Background: an optimization exercise with open tools, aiming at small area. Do not read the settings as production practice. In this exercise RTL edits were held to simulation tests only and were not proved equivalent to the original. Power and IR drop assume default switching activity.

==> design.v <==
module pwm_ctrl #(
  parameter 	NUM_CH = 8,
  parameter 	CNT_WIDTH = 16
)(
  input clock,
  input resetn,
  input read,
  input write,
  input [5:0] address,
  input chipselect,
  input [3:0] byteenable,
  input [31:0] writedata,
  output [31:0] readdata,
  output logic [NUM_CH-1:0] 	pwm_out_ff
);
integer i;
genvar j, k;
logic              we;
logic              sel_max;
logic              sel_en;
logic [NUM_CH-1:0] sel_duty;
assign we      = chipselect & write;
assign sel_max = address == 6'd0;
assign sel_en  = address == 6'd1;
always_comb
  for (i = 0; i < NUM_CH; i = i + 1)
    sel_duty[i] = address == 6'(i + 2);
logic [15:0] wd_duty;
assign wd_duty = writedata[15:0] & {{8{byteenable[1]}}, {8{byteenable[0]}}};
logic [1:0]           max_wr_ff;
logic [CNT_WIDTH-1:0] max_raw_ff;
logic [CNT_WIDTH-1:0] cnt_max;
generate
  for (k = 0; k < 2; k = k + 1) begin: max_byte
    always_ff @(posedge clock, negedge resetn)
      if (!resetn)
        max_wr_ff[k] <= 1'b0;
      else if (we && sel_max && byteenable[k])
        max_wr_ff[k] <= 1'b1;
    always_ff @(posedge clock)
      if (we && sel_max && byteenable[k])
        max_raw_ff[8*k +: 8] <= writedata[8*k +: 8];
    assign cnt_max[8*k +: 8] = max_raw_ff[8*k +: 8] | {8{~max_wr_ff[k]}};
  end
endgenerate
logic [NUM_CH-1:0] ch_en_ff;
always_ff @(posedge clock, negedge resetn)
  if (!resetn)
    ch_en_ff <= {NUM_CH{1'b0}};
  else if (we && sel_en && byteenable[0])
    ch_en_ff <= writedata[NUM_CH-1:0];
logic [NUM_CH-1:0]    duty_wr_ff;
logic [CNT_WIDTH-1:0] duty_raw_ff [NUM_CH-1:0];
generate
  for (j = 0; j < NUM_CH; j = j + 1) begin: ch
    always_ff @(posedge clock, negedge resetn)
      if (!resetn)
        duty_wr_ff[j] <= 1'b0;
      else if (we && sel_duty[j])
        duty_wr_ff[j] <= 1'b1;
    for (k = 0; k < 2; k = k + 1) begin: duty_byte
      always_ff @(posedge clock)
        if (we && sel_duty[j] && (byteenable[k] || !duty_wr_ff[j]))
          duty_raw_ff[j][8*k +: 8] <= ~wd_duty[8*k +: 8];
    end
  end
endgenerate
logic [15:0] rd;
always_comb begin
  rd = (cnt_max & {16{sel_max}}) |
       ({8'd0, ch_en_ff} & {16{sel_en}});
  for (i = 0; i < NUM_CH; i = i + 1)
    rd = rd | (~duty_raw_ff[i] & {16{sel_duty[i] & duty_wr_ff[i]}});
end
assign readdata = {16'd0, rd};
logic [CNT_WIDTH-1:0] cnt_ff;
always_ff @(posedge clock)
  if (!(|ch_en_ff) || cnt_ff == cnt_max)
    cnt_ff <= '0;
  else
    cnt_ff <= cnt_ff + 1'b1;
function automatic logic less(input logic [CNT_WIDTH-1:0] c,
                              input logic [CNT_WIDTH-1:0] d);
  logic lt;
  lt = 1'b0;
  for (int b = 0; b < CNT_WIDTH; b = b + 1)
    lt = (~c[b] & d[b]) | ((~c[b] | d[b]) & lt);
  less = lt;
endfunction
always_ff @(posedge clock, negedge resetn)
  if (!resetn)
    pwm_out_ff <= {NUM_CH{1'b0}};
  else
    for (i = 0; i < NUM_CH; i = i + 1)
      pwm_out_ff[i] <= ch_en_ff[i] && duty_wr_ff[i] && less(cnt_ff, ~duty_raw_ff[i]);
endmodule
==> flow/run.sh <==
#!/bin/bash
# The standard layout (standard.sh) with these changes:
#  - synthesis maps logic with an area-oriented ABC script (flow/synth.tcl,
#    flow/abc_area_min.script); everything else in synthesis is unchanged;
#  - the port buffers are buf_1 cells;
#  - one tie cell drives all constant outputs (no tie fanout repair);
set -e
export FLOW_ABC_SCRIPT=$PWD/flow/abc_area_min.script
cat >> config.mk <<'EOC'
export BUFFER_PORTS_ARGS = -buffer_cell sky130_fd_sc_hd__buf_1
export SKIP_REPAIR_TIE_FANOUT = 1
export CTS_ARGS = -sink_clustering_enable -repair_clock_nets -dont_use_dummy_load -buf_list {sky130_fd_sc_hd__clkbuf_8}
EOC
bash standard.sh SYNTH_SCRIPT=$PWD/flow/synth.tcl finish > standard.log 2>&1
==> flow/abc_area_min.script <==
strash
ifraig
dc2
dch -f
&get -n
&nf -a -R 1000
&st
&dch -f
&nf -a -R 1000
&put
==> flow/synth.tcl <==
# synth_recipe.tcl (the standard synthesis) with one change: ABC maps the
# logic with the area-oriented script in abc_area_min.script.
proc synth {args} { yosys synth -nofsm -noshare {*}$args }
proc abc {args} {
  set i [lsearch -exact $args -script]
  if {$i >= 0} { lset args [expr {$i + 1}] $::env(FLOW_ABC_SCRIPT) }
  yosys abc {*}$args
}
source $::env(SCRIPTS_DIR)/synth.tcl
# left out here: clear keep_hierarchy, flatten, clean up, hide names made inside functions, write 1_2_yosys.v
==> standard.sh <==
#!/bin/bash
# synth_recipe.tcl (not shown) runs the flow's synth.tcl, then flattens the netlist and writes it again
# the make line also repeats each setting of config.mk as NAME=value (left out here)
make -C /OpenROAD-flow-scripts/flow DESIGN_CONFIG=/design/flow/config.mk WORK_HOME=/design/flow/orfs CLKGATE_MAP_FILE= SYNTH_SCRIPT=/design/flow/synth_recipe.tcl "${@:-finish}"
==> config.mk <==
export PLATFORM = sky130hd
export DESIGN_NAME = pwm_ctrl
export DESIGN_NICKNAME = pwm_ctrl
export VERILOG_FILES = /design/flow/design.v
export SDC_FILE = /design/flow/constraint.sdc
export NUM_CORES = 4
export LEC_CHECK = 0
export CAP_MARGIN = 0
export CORE_MARGIN = 2
export CORE_UTILIZATION = 65
export SLEW_MARGIN = 0
export BUFFER_PORTS_ARGS = -buffer_cell sky130_fd_sc_hd__buf_1
export SKIP_REPAIR_TIE_FANOUT = 1
export CTS_ARGS = -sink_clustering_enable -repair_clock_nets -dont_use_dummy_load -buf_list {sky130_fd_sc_hd__clkbuf_8}
==> constraint.sdc <==
create_clock -name core_clock -period 10.0 [get_ports {clock}]
set_input_delay 2.0000 -clock core_clock [delete_from_list [all_inputs] [get_ports {clock}]]
set_output_delay 2.0000 -clock core_clock [all_outputs]
set_load 0.01 [all_outputs]
==> results of run 1 <==
==> power groups by stage <==
stage	sequential (mW)	combinational, mW	clock [mW]
floorplan	0.875	0.0475	0
global placement	0.882	0.0683	0
detailed placement	0.883	0.0706	0
CTS	0.866	0.0710	0.379
global route	0.869	0.0781	0.409
finish	0.867	0.0720	0.382
==> synthesized netlist by cell type (all sizes together) (4+ instances only) <==
library cell | count | area share
o22a | 9 | 0.0094
o211ai | 7 | 0.0063
o22ai | 87 | 0.065
xnor2 | 8 | 0.0084
and4 | 4 | 0.0042
nand2b | 12 | 0.0090
o21ai | 47 | 0.028
mux2 | 8 | 0.011
dfxtp | 16 | 0.038
edfxtp | 144 | 0.52
nor4 | 19 | 0.014
a21oi | 66 | 0.039
nor2 | 65 | 0.029
a221oi | 16 | 0.017
nor2b | 7 | 0.0052
dfrtp | 26 | 0.078
buf | 16 | 0.014
clkinv | 4 | 0.0018
nor3 | 21 | 0.013
o221ai | 8 | 0.0084
and3 | 13 | 0.0097
a211oi | 5 | 0.0045
a22oi | 28 | 0.025
nand2 | 78 | 0.035
==> sequential cells by signal, summed over array words and instances, names as in the netlist <==
name         flops
duty_wr_ff       8
duty_raw_ff    128
pwm_out_ff       8
max_wr_ff        2
cnt_ff          16
ch_en_ff         8
max_raw_ff      16
==> cells in the final DEF, fill, tap and decap left out, drive strengths merged, types with 4 or more instances in the layout <==
cell / synthesis / final
a21oi: 66 / 66
dfrtp: 26 / 26
clkbuf: 0 / 17
edfxtp: 144 / 144
nand2b: 12 / 12
xnor2: 8 / 8
nor4: 19 / 19
nor2b: 7 / 7
o22a: 9 / 9
and4: 4 / 4
and3: 13 / 13
a22oi: 28 / 28
mux2: 8 / 8
dfxtp: 16 / 16
clkinv: 4 / 4
o21ai: 47 / 47
o221ai: 8 / 8
nor2: 65 / 65
a221oi: 16 / 16
a211oi: 5 / 5
nand2: 78 / 78
o22ai: 87 / 87
buf: 16 / 54
nor3: 21 / 21
o211ai: 7 / 7
==> layout make-up <==
type,count,area share
Sequential cell,186,0.594
Multi-Input combinational cell,519,0.329
Clock buffer,17,0.0263
Tap cell,172,0.0242
Timing Repair Buffer,54,0.0240
Inverter,4,0.00169
==> how the worst max path moves through the flow <==
stage | startpoint | end | slack (ns) | depth (start not counted)
2_1_floorplan | address[3] | readdata[7] | 4.55 | 6
3_3_place_gp | address[3] | readdata[10] | 3.77 | 8
3_5_place_dp | address[3] | readdata[10] | 3.78 | 8
4_1_cts | address[3] | readdata[10] | 3.79 | 8
5_1_grt | address[3] | readdata[10] | 3.64 | 8
6_report | address[3] | readdata[10] | 3.73 | 8
==> metal layers <==
layer,routed length [µm],share of wire,global-route usage
met1,9580,0.40,0.517
met2,10900,0.46,0.521
met3,2940,0.12,0.0875
met4,433,0.018,0.105
met5,0,0,0
==> per-stage QoR <==
| step | total power, mW | worst slack (ns) | instances |
|---|---|---|---|
| after CTS | 1.32 | 3.79 | 952 |
| after floorplan | 0.923 | 4.55 | 725 |
| after global routing | 1.36 | 3.64 | 952 |
| final | 1.32 | 3.73 | 952 |
| after detailed placement | 0.953 | 3.78 | 935 |
| after global placement | 0.950 | 3.77 | 935 |
==> cells by family (layout without fill, tap and decap cells) <==
logic type | count (synthesis) | in the layout | synth area share
AOI/OAI and AO/OA | 275 | 275 | 0.205
xor gates and xnor gates | 9 | 9 | 0.00942
adders and majority gates | 1 | 1 | 0.00150
buffers and inverters | 20 | 75 | 0.0162
DFF | 186 | 186 | 0.633
muxes | 8 | 8 | 0.0108
other | 1 | 1 | 0.000448
and+or+nand+nor | 225 | 225 | 0.124
==> run notes, run 1 <==
outcome no timing/DRC/antenna violations; chip width 117 µm; Synth Register Bits approximately 190; Num CTS Buffers 17; Iter 0 DRT Violations 1255; cts hold-fix bufs 0; Fin Setup TNS 0 ns; GPL Wtd Cong 0.925; Top delay family on crit path simple AND/OR/NAND/NOR gates; vias per cell 7.22; max-slew violations 0; die area 13800 µm²; initial antenna violation count 0; vias in the first global route roughly 6500; Max Buffers Root-to-Sink 2; RSZ-0062 raised after global routing false; IO Count 87; Port Buffers 51; Reg2Reg Setup Slack 6.49 ns; GR Overflow Total 0; clock tree from TritonCTS built; number of fill cells 965; Crit path buffers/inverters 2; register area 5300 µm²; Residual DRC 0; area occupied by multi-input gates 2930 µm²; clock power share 0.289; worst-path maximum fanout 16; CP required 8.00 ns; power share of the sequential group 0.656; Max VDD drop around 0.11 mV; Crit path top cell by count buf_1; Routed WL per cell 25.1 µm; Sinks on Clock Net ~190; design area 8910 µm²; final setup fails 0; Reg2Reg Depth 16; Hold Path Class flip-flop to flip-flop; Sw Pwr ~300 µW; DP HPWL 16400 µm; Hold Path Sink max_wr_ff[1]; Post-synth EDFFs 144; DRT antenna net count 0; RR Endpoint pwm_out_ff[4]; Max Cap Viol 0; Mean Syn Cell Area approximately 12 µm²; syn_nets 773; Min Hold Slack ~0.50 ns; net switching fraction of the power 0.231; P&R area growth vs syn 6.49%; die height 117 µm; CTS H-tree lvls 4; GRT Total Usage 0.350; post-CTS setup buffer count 0; Post-Syn Area around 8400 µm²; first-pass GRT wire length 36400 µm; final period utilization 0.627; dpl cell area roughly 8700 µm²; Seq/Total Area, Yosys 0.633; cell count after synthesis approximately 730; synth warn 2; CP startpoint kind input port; Distinct cells, synth 33; Critical-path top delay cell or4b_1; FF-to-FF Start cnt_ff[2]; worst slew pin tran about 1.2 ns; CP cell instances buf_1 > or4b_1 > nor3_1 > nand2_1 > o22ai_1 > nor4_1 > o221ai_1 > buf_1; Tmin final 6.27 ns; hold_sp max_wr_ff[1]; largest net degree at the start of global routing 27; LEAKAGE 2.98 nW; starting density of the core 0.666; CP max stage delay 0.59 ns; core area roughly 13000 µm²; PD cells 148 nW/µm²; final net count 830; Max Clk Rate approximately 160 MHz; Reg clk slew, reported paths 0.09 ns; post-cts resize count 0; # rows 41; Hold Path Depth 1; Total Routed Length 23900 µm; ant diodes 0; DRT Pass-1 Iters 7; Setup crit end kind primary output; Worst-Skew Late Latency 0.47 ns; final core utilization 0.709; max_slew headroom 0.169; WS Path Type input port to primary output; share of total power in combinational logic 0.054; Arrival @ worst endpoint 4.27 ns; Final Hold Fails 0; CTS root buffer clkbuf_8; worst clock skew 0.0277 ns; Async SR Flop Fraction 0.140; Main synth FF type edfxtp_1; internal power 1.02 mW; routed vias a little under 7000; layout cells sized above 1 0.0256
==> run 2: changes to the inputs <==
--- a/design.v
+++ b/design.v
@@ -43,12 +43,18 @@
     assign cnt_max[8*k +: 8] = max_raw_ff[8*k +: 8] | {8{~max_wr_ff[k]}};
   end
 endgenerate
+logic              en_wr_ff;
+logic [NUM_CH-1:0] en_raw_ff;
 logic [NUM_CH-1:0] ch_en_ff;
 always_ff @(posedge clock, negedge resetn)
   if (!resetn)
-    ch_en_ff <= {NUM_CH{1'b0}};
+    en_wr_ff <= 1'b0;
   else if (we && sel_en && byteenable[0])
-    ch_en_ff <= writedata[NUM_CH-1:0];
+    en_wr_ff <= 1'b1;
+always_ff @(posedge clock)
+  if (we && sel_en && byteenable[0])
+    en_raw_ff <= writedata[NUM_CH-1:0];
+assign ch_en_ff = en_raw_ff & {NUM_CH{en_wr_ff}};
 logic [NUM_CH-1:0]    duty_wr_ff;
 logic [CNT_WIDTH-1:0] duty_raw_ff [NUM_CH-1:0];
 generate
==> run notes, run 2 <==
outcome no timing/DRC/antenna violations; cts hold-fix bufs 0; core area ~13000 µm²; Synth top area share 0.546; Final Hold Fails 0; Max VDD drop 0.128 mV; CTS H-tree lvls 4; routed vias between 6000 and 7000; dpl ws 3.84 ns; CP startpoint kind input port; GRT Total Usage 0.353; commonest non-fill, non-tap cell in the layout edfxtp_1; CP max stage delay 0.60 ns; largest net degree at the start of global routing 23; Max Buffers Root-to-Sink 2; CTS root buffer clkbuf_8; GPL Wtd Cong 0.978; max_slew headroom 0.0762; CP cell instances buf_1 > or4b_1 > nor2_1 > nand2_1 > o21ai_0 > nor4_1 > o211ai_1 > buf_1; worst clock skew 0.0196 ns; die height 117 µm; max FFs per register between 100 and 150; Residual DRC 0; design area between 8000 and 9000 µm²; Fin Setup TNS 0 ns; CP startpoint address[3]; Port Buffers 51; worst-path maximum fanout 16; synth warn 2; starting density of the core 0.666; top cells by area, synth edfxtp_1 55%, o22ai_1 6.4%, dfrtp_1 5.7%, dfxtp_1 3.8%, a21oi_1 3.2%; DP HPWL roughly 17000 µm; Setup crit end kind primary output; P&R area growth vs syn 6.31%; post-CTS setup buffer count 0; final net count 801; most numerous cell in the Yosys netlist edfxtp_1; Min Hold Slack 0.517 ns; # rows 41; Biggest register duty_raw_ff; Crit path buffers/inverters 2; DRT Pass-1 Iters 8; CP required 8.00 ns; final core utilization 0.708; setup slack after layout between 3 and 4 ns; cell count after synthesis 698; vias in the first global route 6378; Worst-Skew Late Latency 0.47 ns; Reg2Reg Depth 13; Async SR Flop Fraction 0.102; RSZ-0062 raised after global routing false; final cell count without fillers slightly above 900; post-cts resize count 0; commonest cells in the synthesized netlist 152 x edfxtp_1, 86 x o22ai_1, 56 x nand2_1, 53 x a21oi_1, 47 x nor2_1; Main synth FF type edfxtp_1; GR Overflow Total 0; LEAKAGE around 2.9 nW; Max Clk Rate around 160 MHz; initial antenna violation count 0; Max Cap Viol 0; Mean Syn Cell Area 12.0 µm²; Total Routed Length 24000 µm; max-slew violations 0; Routed WL per cell 26.0 µm; clock tree from TritonCTS built; Reg clk slew, reported paths 0.08 ns; dpl cell area 8660 µm²; Post-Syn Area 8360 µm²; area leader, netlist edfxtp_1; Hold Path Class flip-flop to flip-flop; Arrival @ worst endpoint roughly 4.3 ns; Num CTS Buffers 17; Seq/Total Area, Yosys 0.641; top flop regs duty_raw_ff (128), cnt_ff (16), max_raw_ff (16); die area 13800 µm²; placed cell count 906; stages on the worst setup path 8; final setup fails 0; layout cells sized above 1 0.0240; PD cells 146 nW/µm²; final period utilization 0.625; FF-to-FF Start cnt_ff[2]; Critical-path top delay cell or4b_1; Reg2Reg Setup Slack 6.53 ns; vias per cell 7.35; Post-synth EDFFs 152; ant diodes 0; number of fill cells 918; Crit path top cell by count buf_1; Top delay family on crit path simple AND/OR/NAND/NOR gates; IO Count 87; Sinks on Clock Net 187; syn_nets 746; first-pass GRT wire length 36500 µm; worst slew pin tran 1.39 ns; Iter 0 DRT Violations 1290; chip width 117 µm; Pwr Total 1.30 mW; RR Endpoint pwm_out_ff[3]; Distinct cells, synth 35; CP Capture Point readdata[0]; most frequent cells in the layout 152 x edfxtp_1, 86 x o22ai_1, 56 x nand2_1; Synth Register Bits 187; Tmin final 6.25 ns; WS Path Type input port to primary output; DRT antenna net count 0
[run 2: how the worst min path moves through the flow]
stage,start,endpoint,slack [ns],cells after the start
detailed placement,duty_raw_ff[1][15],pwm_out_ff[1],0.48,1
floorplan,duty_raw_ff[7][15],pwm_out_ff[7],0.45,1
global route,duty_raw_ff[2][15],pwm_out_ff[2],0.54,1
global placement,duty_raw_ff[1][15],pwm_out_ff[1],0.49,1
CTS,duty_raw_ff[0][15],pwm_out_ff[0],0.52,1
finish,duty_raw_ff[2][15],pwm_out_ff[2],0.52,1
[run 2: power breakdown]
| part | leakage [nW] | switching, mW | internal [mW] |
|---|---|---|---|
| clock network | 0.122 | 0.231 | 0.150 |
| registers | 1.92 | 0.0148 | 0.849 |
| logic | 0.845 | 0.0391 | 0.0168 |
| total | 2.89 | 0.285 | 1.02 |
[run 2: cell families after synthesis]
group | Yosys count | share of synthesized area
adder cells (fa/ha/maj) | 1 | 0.00150
AND/OR/NAND/NOR | 201 | 0.116
AO/OA/AOI/OAI | 276 | 0.212
XOR/XNOR | 13 | 0.0136
other | 1 | 0.000448
flip-flops | 187 | 0.641
buffers and inverters | 19 | 0.0157
[run 2: area by class of cell]
class,count,area [µm²],area share
well taps,172,215,0.0242
multi-input cells,492,2870,0.323
clock buffers,17,234,0.0263
inverters,3,11.3,0.00127
repair buffers,52,199,0.0224
flip-flops and latches,187,5360,0.603
[run 2: layer usage]
metal | GRT usage | wire length (µm) | vias up | share of wire
met5 | 0 | 0 | - | 0
met2 | 0.509 | 10700 | 550 | 0.44
met4 | 0.126 | 680 | 0 | 0.028
li1 | - | - | 2938 | -
met1 | 0.524 | 9710 | 3240 | 0.40
met3 | 0.0919 | 2950 | 59 | 0.12

re-timing with driven ports:
The flow's constraints put no driver on any port. The routed layouts listed below were extracted and timed again, unchanged, in two steps. Step 1, drivers: a clkbuf_16 drives clock and a buf_2 each remaining input, both assumed. Step 2 adds t to the input delays and takes it off the output delays; t is the mean of the earliest and latest rising clock arrival at the registers after step 1. Input paths then give back, and output paths get back, about the clock's delay inside the block. a / b / c = no drivers / after step 1 / after step 2; a / b = the first two.
run	t (ns)	setup WS [ns]	worst setup path after step 2	worst register clock-pin slew, ns	pins driven straight from the clock port
run 1	0.492	3.735 / 3.714 / 3.714	input to output	0.09 / 0.09	1
run 2	0.494	3.752 / 3.730 / 3.730	input to output	0.09 / 0.09	1
After both steps setup and hold are still met in every run listed. For run 2, which loses most, drivers alone change the setup slack by -0.022 ns; drivers and shift together by -0.022 ns.
